This design comes from an exercise in tuning for small area, a short achievable clock period and few clock cycles on the open sky130 flow, not from production work. In this exercise RTL edits were held to simulation tests only and were not proved equivalent to the original. No activity file was given, so power comes from the tool's default toggle rates.

==> flow/design.v (outline; a module is shown in full before it is edited, if it fits) <==
// module Mult: 2391 lines
// module fullyconnect_4: 896 lines
module fullyconnect_4(
	input logic 				  Clk, Reset, start,
	input logic signed [31:0] curdata,
	input logic signed [31:0] curweight,
	input logic signed [31:0] curbias,
	output logic 		 [13:0] data_addr,
	output logic 		 [13:0] weight_addr,
	output logic 		 [9:0]  bias_addr,
	output logic 		 [13:0] temp_addr,
	output logic signed[31:0] temp_data,
	output logic     			  temp_wren,
	output logic 				  ready
);
  // ...
==> flow/flow/run.sh <==
#!/bin/bash
# Layout flow: the standard ORFS flow (standard.sh) with two changes:
#  - synthesis runs the standard script with yosys's early generic ABC pass
#    skipped (synth -noabc), so that extract_fa sees the adders as written;
#  - timing repair (floorplan, CTS, global route) aims for SETUP_MARGIN ns of
#    setup slack beyond the design's clock period.
# Every tool's output stays in ORFS's logs under orfs/logs; make's output is
# in standard.log.
set -euo pipefail
SETUP_MARGIN=7.0
NOABC=1
SYN=$PWD/synth_recipe.tcl
if [[ $NOABC == 1 ]]; then
  sed 's/yosys synth -nofsm -noshare /yosys synth -nofsm -noshare -noabc /' synth_recipe.tcl > synth_recipe_noabc.tcl
  grep -q -- '-noabc' synth_recipe_noabc.tcl
  SYN=$PWD/synth_recipe_noabc.tcl
fi
bash standard.sh SYNTH_SCRIPT=$SYN SETUP_SLACK_MARGIN=$SETUP_MARGIN finish > standard.log 2>&1
==> flow/standard.sh <==
#!/bin/bash
# synth_recipe.tcl (not shown) runs the flow's synth.tcl, then flattens the netlist and writes it again
# the make line also repeats each setting of config.mk as NAME=value (left out here)
make -C /OpenROAD-flow-scripts/flow DESIGN_CONFIG=/design/flow/config.mk WORK_HOME=/design/flow/orfs CLKGATE_MAP_FILE= SYNTH_SCRIPT=/design/flow/synth_recipe.tcl "${@:-finish}"
==> flow/config.mk <==
export PLATFORM = sky130hd
export DESIGN_NAME = fullyconnect_4
export DESIGN_NICKNAME = fullyconnect_4
export VERILOG_FILES = /design/flow/design.v
export SDC_FILE = /design/flow/constraint.sdc
export NUM_CORES = 4
export LEC_CHECK = 0
export CAP_MARGIN = 20
export CORE_MARGIN = 2
export CORE_UTILIZATION = 40
export PLACE_DENSITY = 0.6
export SLEW_MARGIN = 20
==> flow/constraint.sdc <==
create_clock -name core_clock -period 10.0 [get_ports {Clk}]
set_input_delay 2.0000 -clock core_clock [delete_from_list [all_inputs] [get_ports {Clk}]]
set_output_delay 2.0000 -clock core_clock [all_outputs]
set_load 0.01 [all_outputs]
==> reports/qor.yml, run 1 <==
synth_edf_count: 0
design.core.area_sq_um: 82400
drc: 0
grtUsageTotal_pct: 24.8
relSlewSlack_pct: 44.8
hp-class: "flop to flop"
p_int_mw: 7.47
grt_pass1_wl_microns: 163000
leakage_nw: 14.6
clk_pin_slew_ps: 60
cp_max_fo: 2
row_count: 105
path_delay_family: "flip-flops"
setup_violations: 0
grt.met1_usage_pct: 32.6
synth.avg_cell_area_sq_um: 11.1
ant_nets: 0
p_switching_mw: 5.65
cts_made_buffers: 52
p_seq_mw: 3.13
cts.sinks: 449
synthToLayoutAreaGrowth_pct: 13.7
clock_latency_ps: 610
min_period_ps: 3080
worst_r2r_endpoint: "r1[70]"
fin_setup_tns_ps: 0
grt_pass1_vias: 26800
regToRegSetupSlack_ps: 7020
r2r-start: "e_neg[11]"
cts_hold_buf: 0
grt_overflow: 0
drive_gt1_share_pct: 12.7
crit_end: "weight_addr[3]"
fp.dieW_microns: 293
largest_cell_class: "multi-input gates"
start_util_pct: 40.5
design_area_sq_um: 37900
synthTopCellsByCount: "xnor2_1 (487), a22oi_1 (485), fa_1 (477), dfxtp_1 (449), clkbuf_1 (246)"
status: "no timing/DRC/antenna violations"
dr.first_iter.drc_count: 2616
setup_slack_ps: 6920
synth.distinct_cells: 60
powerDensity_nw_per_um2: 346
slowest_delay_ps: 360
slew_violations: 0
Testbench counts, summed over its fixed seeds: cycles 69,240.
==> run 2: changes to the inputs <==
==> flow/flow/run.sh (replaced) <==
#!/bin/bash
# Layout flow: the standard ORFS flow (standard.sh) with these changes:
#  - synthesis runs the standard script with yosys's early generic ABC pass
#    skipped (synth -noabc), so that extract_fa sees the adders as written;
#  - timing repair (floorplan, CTS, global route) aims for SETUP_MARGIN ns of
#    setup slack beyond the design's clock period;
#  - every port still gets a buffer, but a plain buffer cell (PORT_BUF) rather
#    than the delay cell buffer_ports picks by default; repair may upsize it.
# Every tool's output stays in ORFS's logs under orfs/logs; make's output is
# in standard.log.
set -euo pipefail
SETUP_MARGIN=7.0
PORT_BUF=sky130_fd_sc_hd__buf_1
sed 's/yosys synth -nofsm -noshare /yosys synth -nofsm -noshare -noabc /' synth_recipe.tcl > synth_recipe_noabc.tcl
grep -q -- '-noabc' synth_recipe_noabc.tcl
bash standard.sh SYNTH_SCRIPT=$PWD/synth_recipe_noabc.tcl SETUP_SLACK_MARGIN=$SETUP_MARGIN \
  "BUFFER_PORTS_ARGS=-buffer_cell $PORT_BUF" finish > standard.log 2>&1
==> run 2 against run 1 <==
Combinational power decreased by 2.6%. First-iteration DRC count down 10%. Hold slack got worse by 4.6 ps. Highest routed layer unchanged. Maximum frequency down 0.16%. Critical endpoint is now temp_wren. Register-to-register slack improved by 20 ps. Design area down 1.7%. Total power is 1.5% lower. Area after synthesis stayed put. Die area unchanged. Global-route usage decreased by 1.1 points.
==> reports/qor.yml, run 2 <==
status: "no timing/DRC/antenna violations"
top_register: "r1"
endpoint_kind: "output pin"
row_count: 105  # unchanged
final_common_cell: "xnor2_1"
synth-xor-area-share_pct: 14.7
setup_violations: 0  # unchanged
fin_total_pwr_mw: 12.9
cp_max_fo: 2  # unchanged
grt_overflow: 0  # unchanged
grt_pass1_vias: 24900  # -6.8%
synthFlopType: "dfxtp_1"
hold_path.startpoint: "e0"
peakVddDrop_uv: 207
synth_top_family_by_area: "adder cells"
synthToLayoutAreaGrowth_pct: 11.7
nets: 3732
cts_hold_buf: 0  # unchanged
largest_reg_flops: 198
yosys.cell_count.top_type: "xnor2_1"
path_delay_family: "flip-flops"
final_util_pct: 45.3
fp.dieArea_sq_um: 85800
synthMuxAreaShare_pct: 1.20
required_ps: 8000
synthTopCellsByCount: "xnor2_1 (487), a22oi_1 (485), fa_1 (477), dfxtp_1 (449), clkbuf_1 (246)"
avgViaCountPerCell: 5.70
path_class: "flop to output pin"
yosysSeqAreaShare_pct: 26.9
crit_slowest_cell: "dfxtp_4"
regArea_sq_um: 9190
gp_congestion: 0.887
relSlewSlack_pct: 44.9  # +0.080 points
multi_input_area_sq_um: 23000
die_h_microns: 293
fp.dieW_microns: 293  # unchanged
slew_violations: 0  # unchanged
drt-total-wl_microns: 101000
hold_violations: 0
slowest_delay_ps: 350  # about the same
yosysTopAreaCell: "fa_1"
cts.sinks: 449  # unchanged
dp_hpwl_microns: 64800
netlist_area_sq_um: 33400
holdPathEnd: "e1"
synthCells: 3020
cts_tree: "done"
grt_antenna_before_repair: 3
ant_nets: 0  # unchanged
cp-start-kind: "flop"
final_cell_mix: "xnor2_1 (487), a22oi_1 (485), fa_1 (477)"
cts_made_buffers: 54  # +3.8%
boundaryPins: 185
port_buffers: 161
synth.avg_cell_area_sq_um: 11.1  # unchanged
grtUsageTotal_pct: 23.7  # -1.1 points
synth_simple_gate_area_share_pct: 5.15
path_cells: "buf_6"
rsz0062_at_grt: "true"
num-fill-cells: 7589
powerDensity_nw_per_um2: 347  # +0.26%
wl_per_cell_microns: 24.4
drc: 0  # unchanged
design.core.area_sq_um: 82400  # unchanged
grt_max_degree: 66
leakage_nw: 14.3  # -1.8%
grt_pass1_wl_microns: 156000  # -4.2%
synth_compound_gate_area_share_pct: 14.0
synth.distinct_cells: 60  # unchanged
ff2ff_path_depth: 7
synthAdderAreaFrac_pct: 33.3
clock_latency_ps: 620  # about the same
setup_slack_ps: 6920  # -4.83 ps
async_reset_ff_share_pct: 0
synth_edf_count: 0  # unchanged
critPathBufInv: 1
tightest_slew_ps: 827
regToRegSetupSlack_ps: 7040  # +20 ps
crit_arrival_ps: 1080
hp-class: "flop to flop"
clk_pin_slew_ps: 60  # about the same
r2r-start: "e_one[5]"
drive_gt1_share_pct: 12.6  # -0.098 points
drt_first_pass_iters: 6
min_period_ps: 3080  # +4.83 ps
fin_crit_sh_pct: 30.8
synth_top_area_share_pct: 28.6
vias: 23600
dr.first_iter.drc_count: 2348  # -10%
fin_setup_tns_ps: 0  # unchanged
clockBufferDepth: 3
htreeDepth: 2
yosysWarnings: 1
worst_r2r_endpoint: "r1[159]"
max_freq_mhz: 324
cap_violations: 0
holdPathStages: 0
start_util_pct: 40.5  # unchanged
synth-seq-cells: 449
synth_area_leaders: "fa_1 (29%), dfxtp_1 (27%), xnor2_1 (13%)"
skew_ps: 28.1
cts-root-buf: "clkbuf_16"
place_ws_ps: 6700
run 2: worst max-delay path by stage:
stage          cells past startpoint            end  startpoint
2_1_floorplan                      7         r1[74]   e_neg[13]
3_3_place_gp                       6        r1[117]    e_two[1]
3_5_place_dp                       3       waddr[9]       Reset
4_1_cts                            1  temp_data[30]   tdata[30]
5_1_grt                            1      temp_wren         wr2
6_report                           1      temp_wren         wr2
run 2: logic make-up after synthesis:
logic type,after synthesis
and+or+nand+nor,335
AOI/OAI and AO/OA,654
xor gates and xnor gates,560
DFF,449
adders and majority gates,603
other,1
buffers and inverters,382
muxes,36
run 2: area by class of cell:
class | instances | area share [%]
Clock buffer | 71 | 4.04
Antenna cell | 1 | 0.00671
Inverter | 61 | 0.614
Sequential cell | 449 | 24.7
Timing Repair Buffer | 253 | 4.49
Tap cell | 1070 | 3.59
Multi-Input combinational cell | 2211 | 61.6
Clock inverter | 30 | 1.01
run 2: metrics by stage:
step                      hold slack [ps]  area [sq um]  cells
after floorplan                       310         33500   3042
after global placement                310         34600   4007
after detailed placement              318         34600   4007
after CTS                             332         37100   4137
after global routing                  335         37300   4145
final                                 330         37300   4146
run 2: power breakdown:
part	total, mW	switching (mW)	internal [mW]
Sequential	3.11	0.458	2.65
Combinational	7.76	4.27	3.49
Clock	2.06	0.829	1.23
Total	12.9	5.56	7.37
run 2: per-layer routing:
| metal | vias up | track usage (%) | wire length (microns) |
|---|---|---|---|
| met5 | - | 0 | 30 |
| met4 | 4 | 8.63 | 3430 |
| met3 | 247 | 6.48 | 11100 |
| met2 | 1382 | 35.1 | 43700 |
| met1 | 11700 | 33.1 | 43000 |
| li1 | 10300 | - | - |
run 2: worst reg2reg max path, stage by stage, from the launching register on:
cell,delay (ps)
dfxtp_1,310
buf_4,440
o21ai_0,250
xnor2_1,210
fa_1,680
inv_1,90
fa_1,410
fa_1,470
run 2: timing repair:
item / in CTS / in global routing
gates resized for setup: 184 / 26
setup endpoints to repair: 172 / 111
hold endpoints to repair: 0 / 0
pin swaps: 0 / 1
gates cloned: 0 / 0
buffers inserted: 29 / 8
==> run 3: changes to the inputs <==
--- a/flow/flow/run.sh
+++ b/flow/flow/run.sh
@@ -10,5 +10,5 @@
 # in standard.log.
 set -euo pipefail
-SETUP_MARGIN=7.0
+SETUP_MARGIN=7.3
 PORT_BUF=sky130_fd_sc_hd__buf_1
 sed 's/yosys synth -nofsm -noshare /yosys synth -nofsm -noshare -noabc /' synth_recipe.tcl > synth_recipe_noabc.tcl
==> run 3 against run 2 <==
Sequential power hardly changed. Area after synthesis did not move. Via count up 9.9%. Design area increased by 9.9%. Hold slack better by 1.3 ps. Non-clock buffer count is 149 higher. Cell count grew 3.5%. Synthesized cell count did not move. Critical endpoint is now ready. Highest routed layer unchanged.
==> reports/qor.yml, run 3 <==
clock_latency_ps: 640  # +20 ps
path_delay_family: "flip-flops"
regToRegSetupSlack_ps: 7230  # +190 ps
synthFlopType: "dfxtp_1"
r2r-start: "dc"
max_freq_mhz: 323  # -0.52%
tightest_slew_ps: 1200  # +373 ps
num-fill-cells: 7227  # -4.8%
place_inst: 4010  # +0.075%
holdWs_ps: 331  # +1.33 ps
hold_violations: 0  # unchanged
skew_ps: 28.2  # +0.120 ps
clk_pin_slew_ps: 60  # about the same
synthToLayoutAreaGrowth_pct: 22.8
grt_pass1_vias: 25900  # +3.9%
post_dp_cell_area_sq_um: 34600  # about the same
required_ps: 8000  # about the same
final_cell_mix: "xnor2_1 (486), a22oi_1 (474), fa_1 (459)"
setup_violations: 0  # unchanged
fp.dieW_microns: 293  # unchanged
synth_top_area_share_pct: 28.6  # unchanged
path_cells: "buf_6"
port_buffers: 161  # unchanged
drt_first_pass_iters: 10  # +4
largest_reg_flops: 198  # unchanged
fp.dieArea_sq_um: 85800  # unchanged
top_register: "r1"
grt_pass1_wl_microns: 171000  # +9.8%
crit_slowest_cell: "dfxtp_4"
status: "no timing/DRC/antenna violations"
ant_nets: 0  # unchanged
cts-root-buf: "clkbuf_16"
drive_gt1_share_pct: 19.6  # +7.1 points
grtUsageTotal_pct: 26.5  # +2.8 points
avgViaCountPerCell: 6.05  # +6.2%
regArea_sq_um: 9260  # +0.73%
async_reset_ff_share_pct: 0  # unchanged
critPathBufInv: 1  # unchanged
vias: 26000  # +9.9%
endpoint_kind: "output pin"
holdPathEnd: "f1"
fin_cells: 4293  # +3.5%
yosys.cell_count.top_type: "xnor2_1"
cap_violations: 0  # unchanged
powerDensity_nw_per_um2: 336  # -3.2%
holdPathStages: 0  # unchanged
crit_arrival_ps: 1100  # +20 ps
peakVddDrop_uv: 205  # -1.3%
grt_antenna_before_repair: 4  # +1
leakage_nw: 15.8  # +11%
diodes: 0  # -1
setup_slack_ps: 6900  # -16.1 ps
design_area_sq_um: 41000  # +9.9%
row_count: 105  # unchanged
netlist_area_sq_um: 33400  # unchanged
ff2ff_path_depth: 10  # +3
htreeDepth: 2  # unchanged
start_util_pct: 40.5  # unchanged
yosysSeqAreaShare_pct: 26.9  # unchanged
boundaryPins: 185  # unchanged
place_ws_ps: 6740  # +45.2 ps
drt-total-wl_microns: 123000  # +21%
gp_congestion: 0.877  # -1.1%
synth-seq-cells: 449  # unchanged
die_h_microns: 293  # unchanged
clockBufferDepth: 3  # unchanged
synth_area_leaders: "fa_1 (29%), dfxtp_1 (27%), xnor2_1 (13%)"
multi_input_area_sq_um: 23400  # +1.7%
dp_hpwl_microns: 66400  # +2.5%
yosysTopAreaCell: "fa_1"
worst_r2r_endpoint: "tdata[22]"
drc: 0  # unchanged
nets: 3882  # +4.0%
min_period_ps: 3100  # +16.1 ps
design.core.area_sq_um: 82400  # unchanged
fin_setup_tns_ps: 0  # unchanged
cts_hold_buf: 0  # unchanged
cp_max_fo: 4  # +2
hp-class: "flop to flop"
cts_made_buffers: 54  # unchanged
final_common_cell: "xnor2_1"
fin_crit_sh_pct: 31.0  # +0.16 points
cts_tree: "done"
path_class: "flop to output pin"
synth.avg_cell_area_sq_um: 11.1  # unchanged
dr.first_iter.drc_count: 3268  # +39%
yosysWarnings: 1  # unchanged
cts.sinks: 449  # unchanged
grt_overflow: 0  # unchanged
synth_edf_count: 0  # unchanged
wl_per_cell_microns: 28.6  # +17%
synthCells: 3020  # unchanged
slew_violations: 0  # unchanged
hold_path.startpoint: "f0"
cp-start-kind: "flop"
slowest_delay_ps: 360  # about the same
synth.distinct_cells: 60  # unchanged
synthTopCellsByCount: "xnor2_1 (487), a22oi_1 (485), fa_1 (477), dfxtp_1 (449), clkbuf_1 (246)"
relSlewSlack_pct: 19.8  # -25 points
rsz0062_at_grt: "true"
grt_max_degree: 35  # -47%
[run 3: kinds of logic after synthesis]
| group | after synthesis | synth area share, % |
|---|---|---|
| compound gates | 654 | 14.0 |
| fa+ha+maj | 603 | 33.3 |
| xor+xnor | 560 | 14.7 |
| flops | 449 | 26.9 |
| buf+inv | 382 | 4.65 |
| simple gates | 335 | 5.15 |
| mux | 36 | 1.20 |
| other cells | 1 | 0.0112 |
[run 3: what timing repair did]
action	CTS	global route
gates cloned	4	23
hold endpoints to repair	0	0
setup endpoints to repair	300	189
resized for setup	327	190
buffers inserted	79	78
pin swaps	13	82
[run 3: stage by stage]
stage | util [%] | total power, mW
CTS | 47.2 | 13.3
global placement | 42.0 | 10.5
floorplan | - | 8.38
global route | 49.8 | 15.1
finish | 49.8 | 13.8
detailed placement | 42.0 | 10.7
[run 3: worst max-delay path by stage]
stage	depth (start not counted)	endpoint	startpoint	slack, ps
5_1_grt	1	temp_data[11]	tdata[11]	6880
4_1_cts	1	temp_data[11]	tdata[11]	6880
2_1_floorplan	7	r1[95]	d[28]	7300
3_5_place_dp	6	r1[66]	d[16]	6740
6_report	1	ready	rdy2	6900
3_3_place_gp	6	r1[117]	e_two[1]	6540
[run 3: layout make-up]
class / instances / area share [%]
multi-input combinational: 2212 / 57.0
timing repair buffer: 402 / 11.7
clock inverter: 27 / 1.12
clock buffer: 72 / 3.78
sequential: 449 / 22.6
inverter: 61 / 0.559
tap: 1070 / 3.27
[run 3: power by group]
part	switching [mW]	leakage, nW	internal [mW]
Clock	0.849	0.977	1.35
Combinational	4.58	11.1	3.89
Sequential	0.441	3.81	2.66
[run 3: layer usage]
metal / global-route usage (%) / vias up / share of wire [%] / wire [microns]
li1: - / 10600 / - / -
met1: 35.6 / 12700 / 38 / 47200
met2: 38.7 / 2114 / 41 / 50100
met3: 9.42 / 581 / 14 / 17600
met4: 11.1 / 8 / 6.4 / 7880
met5: 0 / - / 0.046 / 56
==> run 4: changes to the inputs <==
--- a/flow/flow/run.sh
+++ b/flow/flow/run.sh
@@ -6,12 +6,16 @@
 #    setup slack beyond the design's clock period;
 #  - every port still gets a buffer, but a plain buffer cell (PORT_BUF) rather
-#    than the delay cell buffer_ports picks by default; repair may upsize it.
+#    than the delay cell buffer_ports picks by default; repair may upsize it;
+#  - clock tree synthesis runs with ORFS's arguments plus CTS_EXTRA.
 # Every tool's output stays in ORFS's logs under orfs/logs; make's output is
 # in standard.log.
 set -euo pipefail
-SETUP_MARGIN=7.3
+SETUP_MARGIN=7.0
 PORT_BUF=sky130_fd_sc_hd__buf_1
+CTS_EXTRA="-dont_use_dummy_load"
 sed 's/yosys synth -nofsm -noshare /yosys synth -nofsm -noshare -noabc /' synth_recipe.tcl > synth_recipe_noabc.tcl
 grep -q -- '-noabc' synth_recipe_noabc.tcl
 bash standard.sh SYNTH_SCRIPT=$PWD/synth_recipe_noabc.tcl SETUP_SLACK_MARGIN=$SETUP_MARGIN \
-  "BUFFER_PORTS_ARGS=-buffer_cell $PORT_BUF" finish > standard.log 2>&1
+  "BUFFER_PORTS_ARGS=-buffer_cell $PORT_BUF" \
+  "CTS_ARGS=-sink_clustering_enable -repair_clock_nets $CTS_EXTRA" \
+  finish > standard.log 2>&1
==> run 4 against run 3 <==
Non-clock buffer count decreased by 149. Die area unchanged. Worst setup slack improved by 37 ps. Critical path depth unchanged. First-iteration DRC count decreased by 26%. Critical endpoint is now temp_data[11]. Largest power group unchanged.
==> reports/qor.yml, run 4 <==
yosysWarnings: 1  # unchanged
grt_max_degree: 66  # +89%
crit_start: "tdata[11]"
port_buffers: 161  # unchanged
path_cells: "buf_6"
wl_per_cell_microns: 24.7  # -14%
slew_violations: 0  # unchanged
grt_overflow: 0  # unchanged
path_delay_family: "flip-flops"
setup_slack_ps: 6940  # +36.6 ps
synth.avg_cell_area_sq_um: 11.1  # unchanged
slowest_delay_ps: 350  # about the same
required_ps: 8000  # about the same
cp_max_fo: 1  # -3
rsz0062_at_grt: "true"
r2r-start: "e_neg[8]"
async_reset_ff_share_pct: 0  # unchanged
top_register: "r1"
gp_congestion: 0.887  # +1.1%
critPathBufInv: 1  # unchanged
die_h_microns: 293  # unchanged
relSlewSlack_pct: 44.9  # +25 points
regToRegSetupSlack_ps: 7060  # -170 ps
powerDensity_nw_per_um2: 341  # +1.5%
synthToLayoutAreaGrowth_pct: 10.1
nets: 3732  # -3.9%
largest_reg_flops: 198  # unchanged
yosys.cell_count.top_type: "xnor2_1"
worst_r2r_endpoint: "r1[117]"
avgViaCountPerCell: 5.72  # -5.4%
ant_nets: 0  # unchanged
hold_path.startpoint: "e0"
dp_hpwl_microns: 64800  # -2.5%
cts.sinks: 449  # unchanged
synth_top_area_share_pct: 28.6  # unchanged
cts_made_buffers: 54  # unchanged
max_freq_mhz: 326  # +1.2%
vias: 23400  # -9.7%
synth.distinct_cells: 60  # unchanged
synthFlopType: "dfxtp_1"
netlist_area_sq_um: 33400  # unchanged
cts_tree: "done"
crit_cells: 1  # unchanged
place_ws_ps: 6700  # -45.2 ps
fin_cells: 4099  # -4.5%
hold_violations: 0  # unchanged
holdPathStages: 0  # unchanged
grt_pass1_vias: 24900  # -3.9%
drt-total-wl_microns: 101000  # -18%
final_util_pct: 44.6  # -5.1 points
cap_violations: 0  # unchanged
final_cell_mix: "xnor2_1 (487), a22oi_1 (485), fa_1 (477)"
cp-start-kind: "flop"
tightest_slew_ps: 826  # -373 ps
row_count: 105  # unchanged
grt_pass1_wl_microns: 155000  # -9.3%
clock_latency_ps: 610  # -30 ps
drc: 0  # unchanged
holdWs_ps: 329  # -2.04 ps
cts-root-buf: "clkbuf_16"
synth_edf_count: 0  # unchanged
grtUsageTotal_pct: 23.7  # -2.9 points
met1_length_microns: 43300  # -8.3%
fp.dieArea_sq_um: 85800  # unchanged
crit_arrival_ps: 1060  # -40 ps
crit_slowest_cell: "dfxtp_4"
start_util_pct: 40.5  # unchanged
skew_ps: 45.9  # +17.7 ps
place_inst: 4007  # -0.075%
drt_first_pass_iters: 6  # -4
final_common_cell: "xnor2_1"
synth-seq-cells: 449  # unchanged
path_class: "flop to output pin"
fp.dieW_microns: 293  # unchanged
wl_met3_microns: 11000  # -37%
boundaryPins: 185  # unchanged
min_period_ps: 3060  # -36.6 ps
design.core.area_sq_um: 82400  # unchanged
htreeDepth: 2  # unchanged
dr_wl_met2_microns: 43400  # -14%
fin_setup_tns_ps: 0  # unchanged
yosysSeqAreaShare_pct: 26.9  # unchanged
top_layer: "met5"
synthCells: 3020  # unchanged
hp-class: "flop to flop"
grt_antenna_before_repair: 3  # -1
setup_violations: 0  # unchanged
drive_gt1_share_pct: 11.5  # -8.2 points
fin_crit_sh_pct: 30.6  # -0.37 points
crit_end: "temp_data[11]"
synth_area_leaders: "fa_1 (29%), dfxtp_1 (27%), xnor2_1 (13%)"
ff2ff_path_depth: 5  # -5
dr.first_iter.drc_count: 2411  # -26%
endpoint_kind: "output pin"
yosysTopAreaCell: "fa_1"
synthTopCellsByCount: "xnor2_1 (487), a22oi_1 (485), fa_1 (477), dfxtp_1 (449), clkbuf_1 (246)"
peakVddDrop_uv: 204  # -0.55%
status: "no timing/DRC/antenna violations"
clk_pin_slew_ps: 60  # about the same
num-fill-cells: 7631  # +5.6%
leakage_nw: 14.0  # -11%
clockBufferDepth: 3  # unchanged
[run 4: cell counts after synthesis]
Identical to the previous run, type by type.
[run 4: logic make-up (layout without fill, tap and decap cells)]
logic type,count (synthesis),in the layout,synth area share (%)
AOI/OAI and AO/OA,654,654,14.0
adders and majority gates,603,603,33.3
xor gates and xnor gates,560,560,14.7
DFF,449,449,26.9
buffers and inverters,382,368,4.65
and+or+nand+nor,335,335,5.15
muxes,36,36,1.20
other,1,24,0.0112
[run 4: final cells by class]
cell class / instances / area [sq um] / share of cell area [%]
clock buffer: 54 / 1350 / 3.68
multi-input combinational: 2211 / 23000 / 62.5
inverter: 61 / 229 / 0.623
timing repair buffer: 253 / 1670 / 4.55
sequential: 449 / 9190 / 25.0
antenna: 1 / 2.50 / 0.00681
tap: 1070 / 1340 / 3.64
[run 4: layer usage]
metal  vias to the layer above  GRT usage (%)
met5                         -              0
met4                         4           8.47
met3                       253           6.45
met2                      1342           35.1
met1                     11600           33.0
li1                      10200              -
[run 4: repair_timing]
item / in CTS / in global routing
resized for setup: 182 / 27
buffers inserted: 29 / 8
pin swaps: 0 / 1
setup endpoints to repair: 154 / 116
cloned: 0 / 0
hold buffers: 0 / 0
[run 4: report_power, final]
group | leakage, nW | total (mW) | switching (mW) | internal [mW]
combinational | 9.58 | 7.78 | 4.28 | 3.50
clock | 0.665 | 1.64 | 0.700 | 0.936
sequential | 3.80 | 3.11 | 0.457 | 2.66
total | 14.0 | 12.5 | 5.44 | 7.09
[run 4: worst min-delay path by stage]
| stage | end | slack, ps |
|---|---|---|
| detailed placement | e1 | 320 |
| CTS | e1 | 330 |
| floorplan | e1 | 310 |
| global route | e1 | 330 |
| finish | e1 | 330 |
| global placement | e1 | 310 |
[run 4: stage by stage]
step / cell area (sq um) / power (mW)
global route: 36700 / 13.8
CTS: 36600 / 12.6
global placement: 34600 / 10.7
finish: 36700 / 12.5
floorplan: 33500 / 8.37
detailed placement: 34600 / 10.8
==> run 5: changes to the inputs <==
--- a/flow/flow/run.sh
+++ b/flow/flow/run.sh
@@ -13,5 +13,5 @@
 SETUP_MARGIN=7.0
 PORT_BUF=sky130_fd_sc_hd__buf_1
-CTS_EXTRA="-dont_use_dummy_load"
+CTS_EXTRA="-dont_use_dummy_load -buf_list sky130_fd_sc_hd__clkbuf_8"
 sed 's/yosys synth -nofsm -noshare /yosys synth -nofsm -noshare -noabc /' synth_recipe.tcl > synth_recipe_noabc.tcl
 grep -q -- '-noabc' synth_recipe_noabc.tcl
==> run 5 against run 4 <==
Design area shrank 0.60%. Utilization shrank 0.27 points. Wire length grew 0.32%. Sequential power is essentially flat. Clock-buffer cell count grew 26. Non-clock buffer count grew 1. Via count grew 0.55%. Largest cell class unchanged. Highest routed layer unchanged.
==> reports/qor.yml, run 5 <==
synth.distinct_cells: 60  # unchanged
boundaryPins: 185  # unchanged
drive_gt1_share_pct: 12.3  # +0.82 points
htreeDepth: 3  # +1
yosysTopAreaCell: "fa_1"
cap_violations: 0  # unchanged
drc: 0  # unchanged
fin_crit_sh_pct: 31.4  # +0.74 points
cts_made_buffers: 80  # +48%
yosysWarnings: 1  # unchanged
synth.avg_cell_area_sq_um: 11.1  # unchanged
dr.first_iter.drc_count: 2493  # +3.4%
design.core.area_sq_um: 82400  # unchanged
dp_hpwl_microns: 64800  # unchanged
wl_per_cell_microns: 24.6  # -0.44%
switching_share_pct: 44.1  # +0.73 points
regArea_sq_um: 9190  # unchanged
ant_nets: 0  # unchanged
regToRegSetupSlack_ps: 7000  # -60 ps
status: "no timing/DRC/antenna violations"
grt_max_degree: 66  # unchanged
p_switching_mw: 5.42  # -0.25%
synth_edf_count: 0  # unchanged
setup_violations: 0  # unchanged
p_comb_share_pct: 63.3  # +1.2 points
synthToLayoutAreaGrowth_pct: 9.45
drt-total-wl_microns: 101000  # +0.32%
avgViaCountPerCell: 5.71  # -0.21%
drt_first_pass_iters: 6  # unchanged
path_delay_family: "flip-flops"
final_cell_mix: "xnor2_1 (487), a22oi_1 (485), fa_1 (477)"
r2r-start: "d[18]"
multi_input_area_sq_um: 23000  # about the same
p_int_mw: 6.87  # -3.1%
synthFlopType: "dfxtp_1"
largest_reg_flops: 198  # unchanged
netlist_area_sq_um: 33400  # unchanged
tightest_slew_ps: 815  # -10.5 ps
slew_violations: 0  # unchanged
synth_top_area_share_pct: 28.6  # unchanged
crit_start: "waddr[2]"
async_reset_ff_share_pct: 0  # unchanged
cts.sinks: 449  # unchanged
fp.dieW_microns: 293  # unchanged
yosys.cell_count.top_type: "xnor2_1"
ff2ff_path_depth: 6  # +1
slowest_delay_ps: 350  # about the same
path_cells: "buf_6"
synth-seq-cells: 449  # unchanged
path_class: "flop to output pin"
clockBufferDepth: 3  # unchanged
grt_pass1_vias: 25000  # +0.34%
vias: 23600  # +0.55%
powerDensity_nw_per_um2: 336  # -1.3%
final_common_cell: "xnor2_1"
peakVddDrop_uv: 218  # +6.8%
cts-root-buf: "clkbuf_8"
fp.dieArea_sq_um: 85800  # unchanged
skew_ps: 83.1  # +37.2 ps
seqPwrFrac_pct: 25.3  # +0.5 points
grt_overflow: 0  # unchanged
gp_congestion: 0.887  # unchanged
crit_slowest_cell: "dfxtp_4"
cts_tree: "done"
rsz0062_at_grt: "true"
required_ps: 8000  # about the same
grt_pass1_wl_microns: 156000  # +0.40%
hold_violations: 0  # unchanged
nets: 3759  # +0.72%
cp-start-kind: "flop"
grt_antenna_before_repair: 5  # +2
yosysSeqAreaShare_pct: 26.9  # unchanged
power_frac_clock_pct: 11.4  # -1.7 points
num-fill-cells: 7670  # +0.51%
start_util_pct: 40.5  # unchanged
crit_end: "weight_addr[2]"
port_buffers: 161  # unchanged
synth_area_leaders: "fa_1 (29%), dfxtp_1 (27%), xnor2_1 (13%)"
hp-class: "flop to flop"
worst_r2r_endpoint: "r1[117]"
clock_latency_ps: 680  # +70 ps
fin_setup_tns_ps: 0  # unchanged
max_freq_mhz: 319  # -2.4%
grtUsageTotal_pct: 23.8  # +0.17 points
min_period_ps: 3140  # +74.4 ps
die_h_microns: 293  # unchanged
final_util_pct: 44.3  # -0.27 points
leakage_nw: 14.0  # -0.59%
clk_pin_slew_ps: 60  # about the same
cp_max_fo: 2  # +1
synthCells: 3020  # unchanged
critPathBufInv: 1  # unchanged
crit_cells: 1  # unchanged
relSlewSlack_pct: 45.6  # +0.70 points
top_register: "r1"
synthTopCellsByCount: "xnor2_1 (487), a22oi_1 (485), fa_1 (477), dfxtp_1 (449), clkbuf_1 (246)"
endpoint_kind: "output pin"
row_count: 105  # unchanged
holdWs_ps: 329  # -0.211 ps
crit_arrival_ps: 1140  # +80 ps
==> run 5: cell counts after synthesis <==
No cell type changed its count.
==> run 5: routing by layer <==
metal,vias to the layer above,part of all wire [%],GRT usage (%)
met5,-,0.025,0
li1,10300,-,-
met4,4,3.7,9.41
met1,11700,43,33.2
met2,1381,43,34.9
met3,283,11,6.73
==> run 5: cells by family (layout without fill, tap and decap cells) <==
group | Yosys count | count (layout) | synth area share, %
AO/OA/AOI/OAI | 654 | 654 | 14.0
adder cells (fa/ha/maj) | 603 | 603 | 33.3
XOR/XNOR | 560 | 560 | 14.7
flip-flops | 449 | 449 | 26.9
buffers and inverters | 382 | 395 | 4.65
AND/OR/NAND/NOR | 335 | 335 | 5.15
multiplexers | 36 | 36 | 1.20
other | 1 | 28 | 0.0112
==> run 5: final cells by class <==
type | count | area share (%)
diodes | 5 | 0.0343
clock buffers | 80 | 3.01
inverters | 61 | 0.627
multi-input cells | 2211 | 62.9
flip-flops and latches | 449 | 25.2
well taps | 1070 | 3.67
repair buffers | 254 | 4.60
==> run 5: per-stage QoR <==
step	cell area, sq um	power [mW]	setup WS [ps]	cells
global route	36500	13.6	6820	4130
CTS	36300	12.3	6790	4116
detailed placement	34600	10.8	6700	4007
floorplan	33500	8.37	7010	3042
global placement	34600	10.7	6600	4007
finish	36500	12.3	6860	4130
==> run 5: repair_timing <==
item	CTS	global route
setup endpoints to repair	173	107
buffers inserted	29	9
gates resized for setup	185	26
pin swaps	0	2
hold buffers	0	0
==> run 5: power by group through the flow <==
stage | Sequential (mW) | Clock [mW] | Combinational (mW)
after global routing | 3.18 | 1.53 | 8.92
final | 3.11 | 1.40 | 7.77
after global placement | 3.13 | 0 | 7.59
after CTS | 3.11 | 1.46 | 7.78
after detailed placement | 3.15 | 0 | 7.69
after floorplan | 2.95 | 0 | 5.42
==> run 5: worst min path at each step <==
stage	from	endpoint	cells past startpoint
2_1_floorplan	e0	e1	0
3_5_place_dp	e0	e1	0
6_report	e0	e1	0
3_3_place_gp	e0	e1	0
4_1_cts	e0	e1	0
5_1_grt	e0	e1	0
==> run 6: changes to the inputs <==
--- a/flow/flow/run.sh
+++ b/flow/flow/run.sh
@@ -13,5 +13,5 @@
 SETUP_MARGIN=7.0
 PORT_BUF=sky130_fd_sc_hd__buf_1
-CTS_EXTRA="-dont_use_dummy_load -buf_list sky130_fd_sc_hd__clkbuf_8"
+CTS_EXTRA="-dont_use_dummy_load -sink_clustering_size 28 -sink_clustering_max_diameter 120"
 sed 's/yosys synth -nofsm -noshare /yosys synth -nofsm -noshare -noabc /' synth_recipe.tcl > synth_recipe_noabc.tcl
 grep -q -- '-noabc' synth_recipe_noabc.tcl
==> run 6 against run 5 <==
Still clean. Combinational power about the same. Register-to-register slack better by 70 ps. Non-clock buffer count decreased by 6. Clock-buffer cell count fell by 57. Worst setup slack gained 72 ps. Total power down 3.3%. Clock skew is 30 ps lower. Global-route usage down 0.47 points. Flip-flop and latch count unchanged. Design area shrank 1.6%. Critical path type unchanged. Largest cell class unchanged. Highest routed layer unchanged.
==> reports/qor.yml, run 6 <==
status: "no timing/DRC/antenna violations"
nets: 3696  # -1.7%
yosysTopAreaCell: "fa_1"
seqPwrFrac_pct: 26.1  # +0.8 points
dr.first_iter.drc_count: 2328  # -6.6%
grt_pass1_wl_microns: 154000  # -1.2%
peakVddDrop_uv: 205  # -5.9%
cts-root-buf: "clkbuf_16"
cts_tree: "done"
powerDensity_nw_per_um2: 331  # -1.7%
netlist_area_sq_um: 33400  # unchanged
synth_simple_gate_area_share_pct: 5.15  # unchanged
design.core.area_sq_um: 82400  # unchanged
drive_gt1_share_pct: 10.4  # -1.9 points
diodes: 0  # -5
relSlewSlack_pct: 45.0  # -0.66 points
drc: 0  # unchanged
clockBufferDepth: 3  # unchanged
ant_nets: 0  # unchanged
setup_violations: 0  # unchanged
yosysWarnings: 1  # unchanged
grt_pass1_vias: 24500  # -1.9%
p_comb_share_pct: 65.5  # +2.2 points
synth.avg_cell_area_sq_um: 11.1  # unchanged
max_freq_mhz: 326  # +2.4%
final_util_pct: 43.6  # -0.71 points
cts_hold_buf: 0  # unchanged
grt_antenna_before_repair: 2  # -3
fp.dieArea_sq_um: 85800  # unchanged
gp_congestion: 0.887  # unchanged
power_frac_clock_pct: 8.4  # -3.0 points
grtUsageTotal_pct: 23.4  # -0.47 points
skew_ps: 53.0  # -30.1 ps
path_class: "flop to output pin"
yosysSeqAreaShare_pct: 26.9  # unchanged
crit_arrival_ps: 1060  # -80 ps
slew_violations: 0  # unchanged
synthAdderAreaFrac_pct: 33.3  # unchanged
synth-seq-cells: 449  # unchanged
fin_crit_sh_pct: 30.7  # -0.72 points
largest_reg_flops: 198  # unchanged
endpoint_kind: "output pin"
yosys.cell_count.top_type: "xnor2_1"
slowest_delay_ps: 370  # +20 ps
cap_violations: 0  # unchanged
synth.distinct_cells: 60  # unchanged
synthTopCellsByCount: "xnor2_1 (487), a22oi_1 (485), fa_1 (477), dfxtp_1 (449), clkbuf_1 (246)"
hold_violations: 0  # unchanged
final_common_cell: "xnor2_1"
tightest_slew_ps: 825  # +9.91 ps
final_cell_mix: "xnor2_1 (487), a22oi_1 (485), fa_1 (477)"
path_cells: "buf_6"
cts.sinks: 449  # unchanged
boundaryPins: 185  # unchanged
hp-class: "flop to flop"
p_switching_mw: 5.33  # -1.8%
top_register: "r1"
grt_max_degree: 66  # unchanged
grt_overflow: 0  # unchanged
synth_area_leaders: "fa_1 (29%), dfxtp_1 (27%), xnor2_1 (13%)"
required_ps: 8000  # about the same
avgViaCountPerCell: 5.71  # about the same
port_buffers: 161  # unchanged
cts_made_buffers: 23  # -71%
leakage_nw: 13.6  # -2.3%
dp_hpwl_microns: 64800  # unchanged
synthToLayoutAreaGrowth_pct: 7.70
path_delay_family: "flip-flops"
drt_first_pass_iters: 6  # unchanged
p_int_mw: 6.56  # -4.5%
min_period_ps: 3070  # -72.4 ps
clock_latency_ps: 590  # -90 ps
drt-total-wl_microns: 99900  # -1.5%
fp.dieW_microns: 293  # unchanged
synth-xor-area-share_pct: 14.7  # unchanged
synth_compound_gate_area_share_pct: 14.0  # unchanged
start_util_pct: 40.5  # unchanged
crit_slowest_cell: "dfxtp_4"
rsz0062_at_grt: "true"
die_h_microns: 293  # unchanged
synth_top_area_share_pct: 28.6  # unchanged
async_reset_ff_share_pct: 0  # unchanged
cp_max_fo: 2  # unchanged
synthFlopType: "dfxtp_1"
critPathBufInv: 1  # unchanged
htreeDepth: 1  # -2
switching_share_pct: 44.8  # +0.69 points
synthMuxAreaShare_pct: 1.20  # unchanged
synthCells: 3020  # unchanged
vias: 23200  # -1.6%
wl_per_cell_microns: 24.6  # +0.19%
synth_top_family_by_area: "adder cells"
clk_pin_slew_ps: 100  # +40 ps
cp-start-kind: "flop"
row_count: 105  # unchanged
synth_edf_count: 0  # unchanged
fin_setup_tns_ps: 0  # unchanged
-- run 6: power groups by stage --
stage          sequential [mW]  clock [mW]  combinational [mW]
6_report                  3.10       0.997                7.78
5_1_grt                   3.17        1.10                8.92
4_1_cts                   3.10        1.04                7.78
3_5_place_dp              3.15           0                7.69
3_3_place_gp              3.13           0                7.59
2_1_floorplan             2.95           0                5.42
-- run 6: timing repair --
action	in CTS	in global routing
pin swaps	0	2
setup endpoints to repair	171	101
buffers inserted	29	3
endpoints found under the hold margin	0	0
gates resized for setup	184	26
-- run 6: path summary, 6_finish.rpt --
path                             from         to  slack, ps  depth (start not counted)
worst max-delay path              wr2  temp_wren       6940                          1
worst min-delay path               l0         l1        300                          0
worst max register to register  d[15]    r1[174]       7070                          6
worst min register to register     l0         l1        300                          0
-- run 6: cell type report --
class                   count  area [sq um]
inverters                  61           229
well taps                1070          1340
fillers                  7702         46400
multi-input cells        2211         23000
clock buffers              23           576
flip-flops and latches    449          9190
repair buffers            248          1630
-- run 6: cell families after synthesis --
group / count (synthesis)
AOI/OAI and AO/OA: 654
xor gates and xnor gates: 560
adders and majority gates: 603
buffers and inverters: 382
DFF: 449
muxes: 36
other: 1
and+or+nand+nor: 335
-- run 6: layer usage --
metal | vias up | part of all wire [%] | GRT usage (%)
met5 | - | 0.026 | 0
met4 | 4 | 3.3 | 7.25
met3 | 217 | 10 | 5.86
met2 | 1290 | 43 | 35.1
met1 | 11600 | 43 | 33.0
li1 | 10100 | - | -
-- run 6: through the flow --
stage | cell area [sq um] | power (mW) | std cells | setup WS, ps | hold slack, ps
floorplan | 33500 | 8.37 | 3042 | 7010 | 310
global placement | 34600 | 10.7 | 4007 | 6600 | 310
detailed placement | 34600 | 10.8 | 4007 | 6700 | 318
CTS | 35800 | 11.9 | 4059 | 6890 | 306
global route | 35900 | 13.2 | 4062 | 6890 | 311
finish | 35900 | 11.9 | 4062 | 6940 | 299
==> run 7: changes to the inputs <==
--- a/flow/flow/run.sh
+++ b/flow/flow/run.sh
@@ -13,5 +13,5 @@
 SETUP_MARGIN=7.0
 PORT_BUF=sky130_fd_sc_hd__buf_1
-CTS_EXTRA="-dont_use_dummy_load -sink_clustering_size 28 -sink_clustering_max_diameter 120"
+CTS_EXTRA="-dont_use_dummy_load -sink_clustering_size 24 -sink_clustering_max_diameter 100"
 sed 's/yosys synth -nofsm -noshare /yosys synth -nofsm -noshare -noabc /' synth_recipe.tcl > synth_recipe_noabc.tcl
 grep -q -- '-noabc' synth_recipe_noabc.tcl
==> run 7 against run 6 <==
Critical path type unchanged. Critical path depth unchanged. Maximum frequency grew 0.12%. Sequential share of layout area fell by 0.069 points. Global-route usage is 0.077 points higher. Hold slack improved by 36 ps. Clock power rose by 6%.
==> reports/qor.yml, run 7 <==
path_class: "flop to output pin"
wl_per_cell_microns: 24.7  # +0.48%
yosysSeqAreaShare_pct: 26.9  # unchanged
dr.first_iter.drc_count: 2428  # +4.3%
vias: 23300  # +0.40%
yosysTopAreaCell: "fa_1"
yosysWarnings: 1  # unchanged
cp_max_fo: 2  # unchanged
drt_first_pass_iters: 6  # unchanged
die_h_microns: 293  # unchanged
setup_slack_ps: 6940  # +3.63 ps
hold_violations: 0  # unchanged
slew_violations: 0  # unchanged
drc: 0  # unchanged
final_common_cell: "xnor2_1"
cts-root-buf: "clkbuf_16"
synth_area_leaders: "fa_1 (29%), dfxtp_1 (27%), xnor2_1 (13%)"
yosys.cell_count.top_type: "xnor2_1"
path_delay_family: "flip-flops"
hp-class: "flop to flop"
synth-seq-cells: 449  # unchanged
drt-total-wl_microns: 101000  # +0.63%
async_reset_ff_share_pct: 0  # unchanged
start_util_pct: 40.5  # unchanged
ant_nets: 0  # unchanged
netlist_area_sq_um: 33400  # unchanged
grt_overflow: 0  # unchanged
nets: 3702  # +0.16%
fin_cells: 4068  # +0.15%
crit_arrival_ps: 1060  # about the same
max_freq_mhz: 327  # +0.12%
synth.distinct_cells: 60  # unchanged
diodes: 0  # unchanged
synth.avg_cell_area_sq_um: 11.1  # unchanged
grt_pass1_vias: 24600  # +0.48%
clockBufferDepth: 3  # unchanged
synthFlopType: "dfxtp_1"
synthToLayoutAreaGrowth_pct: 8.00
cts_tree: "done"
fin_setup_tns_ps: 0  # unchanged
synthCells: 3020  # unchanged
synth_top_area_share_pct: 28.6  # unchanged
rsz0062_at_grt: "true"
endpoint_kind: "output pin"
clock_latency_ps: 620  # +30 ps
peakVddDrop_uv: 205  # about the same
gp_congestion: 0.887  # unchanged
synth_edf_count: 0  # unchanged
crit_slowest_cell: "dfxtp_4"
place_inst: 4007  # unchanged
crit_cells: 1  # unchanged
boundaryPins: 185  # unchanged
top_register: "r1"
tightest_slew_ps: 829  # +4.18 ps
cts_made_buffers: 26  # +13%
largest_reg_flops: 198  # unchanged
num-fill-cells: 7699  # -0.039%
relSlewSlack_pct: 44.7  # -0.28 points
final_cell_mix: "xnor2_1 (487), a22oi_1 (485), fa_1 (477)"
min_period_ps: 3060  # -3.63 ps
powerDensity_nw_per_um2: 332  # +0.30%
fp.dieW_microns: 293  # unchanged
fin_total_pwr_mw: 12.0  # +0.57%
synthTopCellsByCount: "xnor2_1 (487), a22oi_1 (485), fa_1 (477), dfxtp_1 (449), clkbuf_1 (246)"
setup_violations: 0  # unchanged
path_cells: "buf_6"
row_count: 105  # unchanged
htreeDepth: 1  # unchanged
place_ws_ps: 6700  # unchanged
cp-start-kind: "flop"
cts.sinks: 449  # unchanged
slowest_delay_ps: 360  # about the same
ff2ff_path_depth: 5  # -1
leakage_nw: 13.7  # +0.39%
required_ps: 8000  # about the same
multi_input_area_sq_um: 23000  # unchanged
grt_pass1_wl_microns: 154000  # +0.25%
grtUsageTotal_pct: 23.4  # +0.077 points
critPathBufInv: 1  # unchanged
clk_pin_slew_ps: 90  # about the same
holdPathStages: 0  # unchanged
avgViaCountPerCell: 5.73  # +0.25%
skew_ps: 68.4  # +15.3 ps
port_buffers: 161  # unchanged
status: "no timing/DRC/antenna violations"
drive_gt1_share_pct: 10.6  # +0.18 points
grt_antenna_before_repair: 2  # unchanged
fp.dieArea_sq_um: 85800  # unchanged
fin_crit_sh_pct: 30.6  # -0.036 points
grt_max_degree: 66  # unchanged
cap_violations: 0  # unchanged
regArea_sq_um: 9190  # unchanged
design.core.area_sq_um: 82400  # unchanged
dp_hpwl_microns: 64800  # unchanged
[run 7: cell counts after synthesis]
No cell type changed its count.
[run 7: where the power goes]
group	leakage [nW]	switching (mW)	total [mW]	internal [mW]
logic	9.57	4.29	7.79	3.50
clock network	0.320	0.597	1.06	0.460
registers	3.80	0.458	3.11	2.65
[run 7: worst reg2reg max path, delay by kind of cell (launching register included)]
kind	cells	cell delay [ps]
adder cells (fa/ha/maj)	3	1640
XOR/XNOR	1	230
flip-flops	1	320
buffers and inverters	1	640
[run 7: cells by family after synthesis]
kind of cell | share of synthesized area, %
other cells | 0.0112
buf+inv | 4.65
flops | 26.9
xor+xnor | 14.7
compound gates | 14.0
simple gates | 5.15
fa+ha+maj | 33.3
mux | 1.20
[run 7: per-layer routing]
metal	wire [microns]	vias to the layer above	global-route usage, %
li1	-	10100	-
met1	43200	11600	33.0
met2	43300	1328	35.2
met3	10600	246	6.04
met4	3440	4	7.39
met5	30	-	0
[run 7: area by class of cell]
class | count | share of cell area [%]
timing repair buffer | 251 | 4.59
clock buffer | 26 | 1.81
inverter | 61 | 0.635
multi-input combinational | 2211 | 63.8
tap | 1070 | 3.71
sequential | 449 | 25.5
[run 7: timing repair]
item	CTS	global route
pin swaps	0	2
setup buffers	29	6
setup endpoints to repair	158	125
gates resized for setup	181	29
hold buffers	0	0
[run 7: worst paths after layout]
| path | slack [ps] | from | to |
|---|---|---|---|
| setup / recovery | 6940 | wr2 | temp_wren |
| hold / removal | 330 | l0 | l1 |
| setup reg to reg | 7090 | e_neg[8] | r1[117] |
| hold reg to reg | 330 | l0 | l1 |
[run 7: stage by stage]
stage                     utilization (%)  area [sq um]  hold slack [ps]
final                                43.8         36000              335
after global routing                 43.8         36000              343
after CTS                            43.6         35900              340
after detailed placement             41.9         34600              318
after global placement               41.9         34600              310
after floorplan                         -         33500              310
==> run 8: changes to the inputs <==
--- a/flow/flow/run.sh
+++ b/flow/flow/run.sh
@@ -13,5 +13,5 @@
 SETUP_MARGIN=7.0
 PORT_BUF=sky130_fd_sc_hd__buf_1
-CTS_EXTRA="-dont_use_dummy_load -sink_clustering_size 24 -sink_clustering_max_diameter 100"
+CTS_EXTRA="-dont_use_dummy_load -buf_list {sky130_fd_sc_hd__clkbuf_4 sky130_fd_sc_hd__clkbuf_8} -sink_clustering_size 20"
 sed 's/yosys synth -nofsm -noshare /yosys synth -nofsm -noshare -noabc /' synth_recipe.tcl > synth_recipe_noabc.tcl
 grep -q -- '-noabc' synth_recipe_noabc.tcl
==> run 8 against run 7 <==
Area after synthesis did not move. Design area rose by 1.3%. Utilization rose by 0.59 points. Register-to-register slack got worse by 80 ps. Largest power group unchanged. Highest routed layer unchanged.
==> reports/qor.yml, run 8 <==
clockBufferDepth: 3  # unchanged
synth-seq-cells: 449  # unchanged
slew_violations: 0  # unchanged
min_period_ps: 3150  # +84.8 ps
yosys.cell_count.top_type: "xnor2_1"
path_delay_family: "flip-flops"
grt_antenna_before_repair: 5  # +3
place_inst: 4007  # unchanged
final_common_cell: "xnor2_1"
synth.avg_cell_area_sq_um: 11.1  # unchanged
grt_overflow: 0  # unchanged
hold_violations: 0  # unchanged
grt_pass1_vias: 25000  # +1.4%
tightest_slew_ps: 817  # -12.1 ps
avgViaCountPerCell: 5.72  # about the same
synth_top_area_share_pct: 28.6  # unchanged
drt-total-wl_microns: 102000  # +0.95%
netlist_area_sq_um: 33400  # unchanged
p_comb_share_pct: 63.3  # -1.9 points
ant_nets: 0  # unchanged
synth_edf_count: 0  # unchanged
synth_area_leaders: "fa_1 (29%), dfxtp_1 (27%), xnor2_1 (13%)"
crit_arrival_ps: 1150  # +90 ps
yosysTopAreaCell: "fa_1"
die_h_microns: 293  # unchanged
synthToLayoutAreaGrowth_pct: 9.45
power_frac_clock_pct: 11.4  # +2.5 points
drt_first_pass_iters: 7  # +1
max_freq_mhz: 318  # -2.7%
cp_max_fo: 2  # unchanged
gp_congestion: 0.887  # unchanged
rsz0062_at_grt: "true"
cts_tree: "done"
fp.dieW_microns: 293  # unchanged
final_cell_mix: "xnor2_1 (487), a22oi_1 (485), fa_1 (477)"
setup_violations: 0  # unchanged
seqPwrFrac_pct: 25.3  # -0.7 points
fin_cells: 4130  # +1.5%
fin_setup_tns_ps: 0  # unchanged
leakage_nw: 14.0  # +2.0%
grt_max_degree: 66  # unchanged
cp-start-kind: "flop"
grtUsageTotal_pct: 23.8  # +0.39 points
drive_gt1_share_pct: 12.3  # +1.7 points
fp.dieArea_sq_um: 85800  # unchanged
p_int_mw: 6.87  # +3.9%
htreeDepth: 3  # +2
path_class: "flop to output pin"
top_register: "r1"
yosysWarnings: 1  # unchanged
drc: 0  # unchanged
port_buffers: 161  # unchanged
dp_hpwl_microns: 64800  # unchanged
fin_total_pwr_mw: 12.3  # +2.9%
grt_pass1_wl_microns: 156000  # +0.94%
nets: 3759  # +1.5%
required_ps: 8000  # about the same
path_cells: "buf_6"
peakVddDrop_uv: 217  # +6.0%
design.core.area_sq_um: 82400  # unchanged
powerDensity_nw_per_um2: 337  # +1.5%
crit_slowest_cell: "dfxtp_4"
wl_per_cell_microns: 24.6  # -0.56%
fin_crit_sh_pct: 31.5  # +0.85 points
largest_reg_flops: 198  # unchanged
row_count: 105  # unchanged
endpoint_kind: "output pin"
clk_pin_slew_ps: 60  # -30 ps
switching_share_pct: 44.2  # -0.56 points
start_util_pct: 40.5  # unchanged
dr.first_iter.drc_count: 2486  # +2.4%
slowest_delay_ps: 350  # about the same
hp-class: "flop to flop"
cap_violations: 0  # unchanged
synth.distinct_cells: 60  # unchanged
yosysSeqAreaShare_pct: 26.9  # unchanged
async_reset_ff_share_pct: 0  # unchanged
vias: 23600  # +1.5%
critPathBufInv: 1  # unchanged
boundaryPins: 185  # unchanged
cts_made_buffers: 80  # +210%
skew_ps: 85.3  # +17.0 ps
status: "no timing/DRC/antenna violations"
setup_slack_ps: 6850  # -84.8 ps
regToRegSetupSlack_ps: 7010  # -80 ps
synthFlopType: "dfxtp_1"
cts.sinks: 449  # unchanged
synthCells: 3020  # unchanged
cts-root-buf: "clkbuf_8"
clock_latency_ps: 680  # +60 ps
place_ws_ps: 6700  # unchanged
p_switching_mw: 5.43  # +1.6%
synthTopCellsByCount: "xnor2_1 (487), a22oi_1 (485), fa_1 (477), dfxtp_1 (449), clkbuf_1 (246)"
relSlewSlack_pct: 45.5  # +0.81 points
[run 8: final timing paths]
kind,from,cells after the start,to
max reg2reg,e_one[8],5,r1[117]
min,e0,0,e1
max,waddr[2],1,weight_addr[2]
min reg2reg,e0,0,e1
[run 8: cells by family after synthesis]
group	after synthesis	synth area share, %
AOI/OAI and AO/OA	654	14.0
adders and majority gates	603	33.3
xor gates and xnor gates	560	14.7
DFF	449	26.9
buffers and inverters	382	4.65
and+or+nand+nor	335	5.15
muxes	36	1.20
other	1	0.0112
[run 8: repair_timing]
item,4_1_cts,5_1_grt
endpoints found under the setup margin,173,107
buffers inserted,29,9
hold buffers,0,0
resized for setup,184,27
hold endpoints to repair,0,0
pin swaps,0,2
cloned,0,0
[run 8: final cells by class]
| cell class | instances | area, sq um |
|---|---|---|
| fillers | 7672 | 45800 |
| multi-input cells | 2211 | 23000 |
| flip-flops and latches | 449 | 9190 |
| repair buffers | 254 | 1680 |
| well taps | 1070 | 1340 |
| clock buffers | 80 | 1100 |
| inverters | 61 | 229 |
| diodes | 5 | 12.5 |
[run 8: power groups by stage]
stage | Sequential, mW | Clock [mW] | Combinational (mW)
final | 3.11 | 1.40 | 7.78
after global placement | 3.13 | 0 | 7.59
after CTS | 3.11 | 1.46 | 7.78
after floorplan | 2.95 | 0 | 5.42
after global routing | 3.18 | 1.53 | 8.92
after detailed placement | 3.15 | 0 | 7.69
[run 8: per-layer routing]
metal / share of wire, % / up-vias / global-route usage (%)
li1: - / 10200 / -
met1: 42 / 11700 / 33.2
met2: 43 / 1395 / 34.9
met3: 11 / 314 / 6.74
met4: 4.0 / 4 / 9.42
met5: 0.025 / - / 0
[run 8: metrics by stage]
step | hold slack, ps | cell area (sq um) | utilization [%]
finish | 329 | 36500 | 44.3
detailed placement | 318 | 34600 | 41.9
floorplan | 310 | 33500 | -
global route | 335 | 36500 | 44.3
CTS | 332 | 36300 | 44.1
global placement | 310 | 34600 | 41.9
==> run 9: changes to the inputs <==
--- a/flow/flow/run.sh
+++ b/flow/flow/run.sh
@@ -13,5 +13,6 @@
 SETUP_MARGIN=7.0
 PORT_BUF=sky130_fd_sc_hd__buf_1
-CTS_EXTRA="-dont_use_dummy_load -buf_list {sky130_fd_sc_hd__clkbuf_4 sky130_fd_sc_hd__clkbuf_8} -sink_clustering_size 20"
+PLACE_DENSITY=0.75
+CTS_EXTRA="-dont_use_dummy_load"
 sed 's/yosys synth -nofsm -noshare /yosys synth -nofsm -noshare -noabc /' synth_recipe.tcl > synth_recipe_noabc.tcl
 grep -q -- '-noabc' synth_recipe_noabc.tcl
@@ -19,3 +20,3 @@
   "BUFFER_PORTS_ARGS=-buffer_cell $PORT_BUF" \
   "CTS_ARGS=-sink_clustering_enable -repair_clock_nets $CTS_EXTRA" \
-  finish > standard.log 2>&1
+  PLACE_DENSITY=$PLACE_DENSITY finish > standard.log 2>&1
==> run 9 against run 8 <==
Largest power group unchanged. Combinational power is essentially flat. Cell count fell by 0.41%. Flip-flop and latch count did not move. Utilization increased by 0.47 points. Clock-buffer cell count fell by 29. Register-to-register slack is essentially flat. Global-route usage shrank 0.35 points.
==> reports/qor.yml, run 9 <==
path_delay_family: "flip-flops"
top_register: "r1"
synth-seq-cells: 449  # unchanged
gp_congestion: 0.910  # +2.6%
yosysWarnings: 1  # unchanged
final_cell_mix: "xnor2_1 (487), a22oi_1 (485), fa_1 (477)"
fp.dieW_microns: 293  # unchanged
yosysTopAreaCell: "fa_1"
fin_setup_tns_ps: 0  # unchanged
cts.sinks: 449  # unchanged
crit_start: "tdata[20]"
yosysSeqAreaShare_pct: 26.9  # unchanged
switching_share_pct: 43.4  # -0.71 points
p_int_mw: 7.07  # +2.9%
crit_arrival_ps: 1080  # -70 ps
cap_violations: 0  # unchanged
fp.dieArea_sq_um: 85800  # unchanged
slowest_delay_ps: 350  # about the same
cts_tree: "done"
path_cells: "buf_6"
synthFlopType: "dfxtp_1"
num-fill-cells: 7429  # -3.2%
peakVddDrop_uv: 222  # +2.4%
leakage_nw: 14.1  # +1.1%
powerDensity_nw_per_um2: 338  # +0.56%
vias: 24700  # +4.5%
clock_latency_ps: 630  # -50 ps
critPathBufInv: 1  # unchanged
netlist_area_sq_um: 33400  # unchanged
grt_pass1_vias: 25700  # +2.9%
tightest_slew_ps: 1120  # +300 ps
min_period_ps: 3080  # -62.6 ps
drt-total-wl_microns: 102000  # +0.62%
nets: 3745  # -0.37%
synth.distinct_cells: 60  # unchanged
hold_path.startpoint: "e0"
start_util_pct: 40.5  # unchanged
synthToLayoutAreaGrowth_pct: 10.6
clockBufferDepth: 3  # unchanged
dr.first_iter.drc_count: 2973  # +20%
boundaryPins: 185  # unchanged
path_class: "flop to output pin"
setup_slack_ps: 6920  # +62.6 ps
hold_violations: 0  # unchanged
row_count: 105  # unchanged
avgViaCountPerCell: 6.00  # +5.0%
power_frac_clock_pct: 12.8  # +1.4 points
seqPwrFrac_pct: 24.8  # -0.5 points
cp_max_fo: 1  # -1
cp-start-kind: "flop"
drive_gt1_share_pct: 12.1  # -0.14 points
rsz0062_at_grt: "true"
fin_crit_sh_pct: 30.8  # -0.63 points
htreeDepth: 2  # -1
place_ws_ps: 6720  # +23.0 ps
synthTopCellsByCount: "xnor2_1 (487), a22oi_1 (485), fa_1 (477), dfxtp_1 (449), clkbuf_1 (246)"
relSlewSlack_pct: 25.3  # -20 points
synth.avg_cell_area_sq_um: 11.1  # unchanged
synth_area_leaders: "fa_1 (29%), dfxtp_1 (27%), xnor2_1 (13%)"
largest_reg_flops: 198  # unchanged
drt_first_pass_iters: 9  # +2
grt_overflow: 0  # unchanged
required_ps: 8000  # about the same
crit_slowest_cell: "dfxtp_2"
status: "no timing/DRC/antenna violations"
synthCells: 3020  # unchanged
clk_pin_slew_ps: 60  # about the same
wl_per_cell_microns: 24.8  # +1.0%
die_h_microns: 293  # unchanged
yosys.cell_count.top_type: "xnor2_1"
grt_antenna_before_repair: 18  # +13
regArea_sq_um: 9170  # -0.27%
synth_top_area_share_pct: 28.6  # unchanged
dp_hpwl_microns: 64400  # -0.58%
endpoint_kind: "output pin"
grtUsageTotal_pct: 23.5  # -0.35 points
final_common_cell: "xnor2_1"
multi_input_area_sq_um: 23000  # about the same
port_buffers: 161  # unchanged
ant_nets: 0  # unchanged
grt_max_degree: 66  # unchanged
p_comb_share_pct: 62.4  # -0.9 points
skew_ps: 97.3  # +12.0 ps
hp-class: "flop to flop"
async_reset_ff_share_pct: 0  # unchanged
cts_made_buffers: 51  # -36%
cts-root-buf: "clkbuf_16"
cts_hold_buf: 0  # unchanged
slew_violations: 0  # unchanged
p_switching_mw: 5.43  # about the same
design.core.area_sq_um: 82400  # unchanged
max_freq_mhz: 324  # +2.0%
drc: 0  # unchanged
synth_edf_count: 0  # unchanged
setup_violations: 0  # unchanged
r2r-start: "d[13]"
grt_pass1_wl_microns: 156000  # -0.10%
## run 9: cell counts after synthesis
Identical to the previous run, type by type.
## run 9: layer usage
metal | GRT usage, % | part of all wire [%]
met3 | 9.74 | 14
met4 | 9.91 | 5.1
met1 | 29.7 | 38
met5 | 0.567 | 0.26
met2 | 35.2 | 43
## run 9: kinds of logic (layout without fill, tap and decap cells)
| logic type | Yosys count | after routing | share of synthesized area, % |
|---|---|---|---|
| buffers and inverters | 382 | 380 | 4.65 |
| and+or+nand+nor | 335 | 335 | 5.15 |
| adders and majority gates | 603 | 603 | 33.3 |
| other | 1 | 25 | 0.0112 |
| muxes | 36 | 36 | 1.20 |
| AOI/OAI and AO/OA | 654 | 655 | 14.0 |
| DFF | 449 | 449 | 26.9 |
| xor gates and xnor gates | 560 | 560 | 14.7 |
## run 9: area by class of cell
cell class                      instances  area share, %
Tap cell                             1070           3.63
Multi-Input combinational cell       2212           62.3
Sequential cell                       449           24.8
Timing Repair Buffer                  268           5.18
Clock buffer                           51           3.46
Antenna cell                            2         0.0136
Inverter                               61          0.620
## run 9: repair_timing
item	in CTS	in global routing
setup endpoints to repair	120	114
buffers inserted	30	9
resized for setup	205	31
cloned	1	0
hold endpoints to repair	0	0
pin swaps	1	1
## run 9: path summary, 6_finish.rpt
kind	end	slack [ps]	cells past startpoint
worst min-delay path	e1	330	0
worst max register to register	r1[64]	7020	6
worst min register to register	e1	330	0
worst max-delay path	temp_data[20]	6920	1
## run 9: metrics by stage
stage / instances / total power [mW] / util (%) / hold slack (ps) / cell area [sq um]
4_1_cts: 4102 / 12.5 / 44.6 / 329 / 36700
5_1_grt: 4112 / 13.7 / 44.8 / 331 / 36900
3_3_place_gp: 4020 / 10.3 / 42.0 / 312 / 34600
3_5_place_dp: 4020 / 10.7 / 42.0 / 315 / 34600
2_1_floorplan: 3042 / 8.37 / - / 310 / 33500
6_report: 4113 / 12.5 / 44.8 / 328 / 36900
## run 9: power by group through the flow
stage	logic [mW]	clock network [mW]	registers [mW]
after floorplan	5.42	0	2.95
after global placement	7.23	0	3.10
after detailed placement	7.59	0	3.11
after CTS	7.74	1.64	3.09
after global routing	8.79	1.70	3.17
final	7.79	1.60	3.10

[static timing again, ports no longer ideal]
Ports are ideal in the flow. The routed layouts listed here were re-timed in OpenROAD. Step 1 sets driving cells, clkbuf_16 on the clock port and buf_2 on the other inputs (assumed; they add their load-dependent delay and slew). Step 2 adds t to the input delays and takes it off the output delays; t is the mean of the earliest and latest rising clock arrival at the registers after step 1. Input paths then give back, and output paths get back, about the clock's delay inside the block. Slacks: ideal ports / drivers / drivers and shift; pairs: ideal ports / drivers.
run	t, ns	setup WS [ns]	slew at the worst register clock pin (ns)
run 1	0.670	6.921 / 6.852 / 6.814	0.07 / 0.07
run 2	0.674	6.916 / 6.846 / 6.734	0.07 / 0.07
run 3	0.690	6.900 / 6.833 / 7.021	0.06 / 0.06
run 4	0.658	6.937 / 6.867 / 6.713	0.07 / 0.07
run 5	0.703	6.863 / 6.795 / 6.748	0.07 / 0.07
run 6	0.633	6.935 / 6.867 / 6.723	0.11 / 0.11
run 7	0.649	6.939 / 6.871 / 6.720	0.11 / 0.11
run 8	0.703	6.854 / 6.787 / 6.749	0.06 / 0.06
run 9	0.640	6.916 / 6.854 / 6.704	0.07 / 0.07
After both steps every run listed still meets setup and hold. For run 4, which loses most, drivers alone change the setup slack by -0.070 ns; drivers and shift together by -0.224 ns.
